Background: an optimization exercise with open tools, aiming at small area. Do not read the settings as production practice. In this exercise RTL edits were held to simulation tests only and were not proved equivalent to the original. Power figures rest on the tool's default switching activity, not on a simulated workload.

Design calculator, start of the top module:
module calculator #(parameter BCDdigits = 2, parameter cols_count = 4, parameter rows_count = 4)(
  input clk, rst, start,
  output [cols_count-1:0] cols,
  input  [rows_count-1:0] rows,
  output reg [7:0] digit1, digit2, digit3, digit4,
  output reg sign);
export LEC_CHECK = 0
export CAP_MARGIN = 20
export CORE_MARGIN = 2
export CORE_UTILIZATION = 40
export SLEW_MARGIN = 20
create_clock -name core_clock -period 85.0 [get_ports {clk}]
standard.sh (not shown) runs the stock make flow with config.mk's settings and CLKGATE_MAP_FILE= SYNTH_SCRIPT=/design/flow/synth_recipe.tcl, a recipe that flattens the netlist after the stock synthesis.
==> flow/flow/run.sh <==
#!/bin/bash
# Own layout flow: the standard ORFS flow, except
#  - synthesis maps logic for area (no adder-cell extraction, ABC area script),
#    with the registers checked against the standard synthesis;
#  - ports are buffered with buf_1 cells.
# Every tool's output goes to a log file in this folder.
set -uo pipefail
W=$PWD
P=$FLOW_PLATFORM
ARGS=$(grep -m1 '^make -C' standard.sh | sed -E 's/.*SYNTH_SCRIPT=[^ ]+ //; s/"\$\{@:-finish\}"//')
export OWN_ABC_SCRIPT=$W/flow/area.abc
# extra make arguments for the layout steps, one per line
EXTRA=()
if [[ -f flow/extra_args.txt ]]; then mapfile -t EXTRA < flow/extra_args.txt; fi

regs() { grep -oE '^ *sky130_fd_sc_hd__(df|edf|sdf|dl)[a-z]*_[0-9]+ +[^ ]+' "$1" | sed -E 's/_[0-9]+ +/ /; s/^ *//' | sort; }

# 1. standard synthesis, for reference
make -C $FLOW_HOME DESIGN_CONFIG=$FLOW_CONFIG WORK_HOME=$W/ref CLKGATE_MAP_FILE= SYNTH_SCRIPT=$W/synth_recipe.tcl $ARGS synth > ref_synth.log 2>&1
regs ref/results/$P/calculator/base/1_2_yosys.v > ref_regs.txt

# 2. own synthesis
make -C $FLOW_HOME DESIGN_CONFIG=$FLOW_CONFIG WORK_HOME=$W/orfs CLKGATE_MAP_FILE= SYNTH_SCRIPT=$W/flow/own_synth.tcl $ARGS synth > own_synth.log 2>&1
regs orfs/results/$P/calculator/base/1_2_yosys.v > own_regs.txt
if ! cmp -s ref_regs.txt own_regs.txt || [ ! -s own_regs.txt ]; then
  echo "registers differ from the standard synthesis: using it" > fallback.log
  rm -rf orfs
  SYN=$W/synth_recipe.tcl
else
  SYN=$W/flow/own_synth.tcl
fi

# 3. rest of the flow
make -C $FLOW_HOME DESIGN_CONFIG=$FLOW_CONFIG WORK_HOME=$W/orfs CLKGATE_MAP_FILE= SYNTH_SCRIPT=$SYN $ARGS \
  BUFFER_PORTS_ARGS="-buffer_cell sky130_fd_sc_hd__buf_1" "${EXTRA[@]}" finish > own_finish.log 2>&1

ODB=$W/orfs/results/$P/calculator/base/6_final.odb
if [[ -f $ODB ]]; then
  : # left out here: write the final layout as DEF
fi
Other scripts of this flow, unchanged in this note and not shown: flow/flow/area.abc, flow/flow/extra_args.txt, flow/flow/own_synth.tcl
The starting point produced a clean layout.
Next try:
--- a/flow/design.v
+++ b/flow/design.v
@@ -51,29 +51,27 @@
   wire pass2 = cmp & (slot == 2'd1) & ~(st[3] & st[2] & st[1]) & sub;
   wire dab   = cmp & (slot == 2'd2) & ~(st[3] & st[2] & st[1]);
   wire errf  = cmp & (slot == 2'd3) & F;
   wire right = (pass1 & ~div) | pass2;
   wire dv    = pass1 & div;
   wire q0 = q[0] & ~(pass1 & F);
   wire st0 = ~(st[3] | st[2] | st[1] | st[0]);
-  wire q13m = q[13] & ~F;
-  wire [7:0] X = dv ? {A[6:0], q13m} : A;
-  wire [7:0] Y = dv ? ~B : (pass1 & (mul ? q0 : st0)) ? B : 8'd0;
-  wire cin = dv | (~(mul & pass1) & (q0 ^ (pass1 ? sub : ~F)));
+  wire [7:0] X = dv ? {A[6:0] | {7{st0}}, ~(q[13] & ~F)} : A;
+  wire [7:0] Y = (dv | (pass1 & (mul ? q0 : st0))) ? B : 8'd0;
+  wire cin = ~dv & ~(mul & pass1) & (q0 ^ (pass1 ? sub : ~F));
   wire [8:0] cy;
   wire [7:0] sm;
   assign cy[0] = cin;
   genvar gi;
   generate for (gi = 0; gi < 8; gi = gi + 1) begin : add
     assign {cy[gi+1], sm[gi]} = fa(X[gi], Y[gi], cy[gi]);
   end endgenerate
   wire [8:0] sum = {cy[8], sm};
-  wire ge = ~bz & (A[7] | sum[8]);
-  wire dsh = dv & ~ge;                  
-  wire [7:0] An = dv ? sum[7:0] : sum[8:1];
+  wire ge = ~bz & ~((A[7] | st0) & sum[8]);
+  wire [7:0] An = dv ? (ge ? sum[7:0] : X) : sum[8:1];
   function [3:0] c3(input [3:0] n, input en);
     reg g;
     begin
       g = en & (n[3] | (n[2] & (n[1] | n[0])));
       c3 = {n[3] | g,
             g ? n[3] & n[0] : n[2],
             g ? (n[2] & n[1] & n[0]) | (n[3] & ~n[0]) : n[1],
@@ -82,17 +80,17 @@
   endfunction
   wire [15:0] dc = {d[15:12], c3(d[11:8], dab), c3(d[7:4], dab), c3(d[3:0], dab)};
   wire ovf5 = d[15] | (d[14] & (d[13] | d[12]));
   wire [1:0] ei = ~cnt[1:0];
   wire ebit = k[ei] & ~(e & ~f & ~kdig);
   wire pbit = ((st[3] | st[2]) & ~st[0]) | (st[3] & st[1] & st[0]);
   wire ent = act & e;
-  wire shl_hi = dab | errf;                                   
-  wire shl = (ent & ~(cnt[5] | cnt[4] | cnt[3] | cnt[2])) | shl_hi;   
+  wire shl = (ent & ~(cnt[5] | cnt[4] | cnt[3] | cnt[2])) | dab | errf;
   wire sbit = errf ? pbit : dab ? q[13] : ebit;
+  wire clr_hi = ent & (cnt == 6'd4);
   wire go   = ev & ~act;
   wire eNEW = go & (~(e | f) | (e & ~f & ~kdig & ~kop) | (e & f & kclr));
   wire eDIG = go & e & kdig;
   wire eOP2 = go & ~e & f;
   wire eCMP = go & e & (kop | (f & keq));
   wire clr_all = eNEW | eOP2 | (cmp & (cnt == 6'd31));
   always @(posedge clk)
@@ -101,30 +99,30 @@
     if (!rst) begin
       e <= 1'b0; f <= 1'b0; act <= 1'b0;
     end else begin
       if (eNEW) begin e <= 1'b1; f <= 1'b0; end
       if (eOP2) begin e <= 1'b1; f <= 1'b1; end
       if (eCMP) begin e <= 1'b0; f <= ~keq; end
       if (go) act <= 1'b1;
-      else if ((e & cnt == 6'd3) | (~e & cnt == 6'd63)) act <= 1'b0;
+      else if ((e & cnt == 6'd4) | (~e & cnt == 6'd63)) act <= 1'b0;
     end
     if (eNEW) begin op <= 2'b10; s <= 1'b0; F <= 1'b1; end
     if (eCMP) nop <= k[1:0];
     if (cmp & cnt == 6'd14) begin
       F <= (mul & |A) | (sub & A[0]);
       if (div & bz) s <= 1'b0;
     end
     if (cmp & cnt == 6'd30 & sub) s <= s ^ F;
     if (cmp & cnt == 6'd31 & op[1]) F <= 1'b0;
     if (dab & ovf5) F <= 1'b1;
     if (cmp & cnt == 6'd63) op <= nop;
     if (clr_all) d <= 16'd0;
+    else if (shl) d <= {dc[14:0], sbit};
     else begin
-      if (shl) d[7:0] <= {dc[6:0], sbit};
-      if (shl_hi | dsh) d[15:8] <= {dc[14:8], dv ? q13m : dc[7]};
+      if (clr_hi) d[15:8] <= 8'd0;
       else if (pass1 | pass2) d[15:8] <= An;
     end
     if (right) q <= {sum[0], q[13:1]};
     else if (dv) q <= {q[12:0], ge};
     else if (dab) q <= {q[12:0], q[13]};
   end
   localparam [15:0] SA = 16'h07ed, SB = 16'h039f, SC = 16'h03fb, SD = 16'h076d,
Effect:
- final area barely changes
- register-to-register slack is worse by 0.30 ns
- routed wire length grows by about 5.5%
- power shrinks by about 2%
- setup slack is better by 0.028 ns
- die area shrinks by about 0.5%
- global-route usage grows by 0.49 points
- first-iteration DRC count grows by 5.3%
- sequential power shrinks by about 3%
- core utilization is about the same
- cell count stays the same
- non-clock buffer count grows by 2

==> re-timing with driven ports <==
The flow's constraints put no driver on any port. The routed layouts listed below were extracted and timed again, unchanged, in two steps.
Step 1 sets driving cells, clkbuf_16 on the clock port and buf_2 on the other inputs (assumed; they add their load-dependent delay and slew).
Step 2 adds t to the input delays and takes it off the output delays; t is the mean of the earliest and latest rising clock arrival at the registers after step 1. Input paths then give back, and output paths get back, about the clock's delay inside the block.
Three values: ideal ports, drivers, drivers and shift; two values: the first two.
run | t (ns) | setup slack, ns | hold WS [ns] | cell pins on the clock port's net
the first run | 0.323 | 65.388 / 65.388 / 65.066 | 0.486 / 0.486 / 0.486 | 1
the second run | 0.323 | 65.415 / 65.426 / 65.103 | 0.522 / 0.522 / 0.522 | 1
After both steps every run listed still meets setup and hold. The setup slack of the first run, which loses most, moves by 0.000 ns with the drivers and by -0.322 ns with both steps.
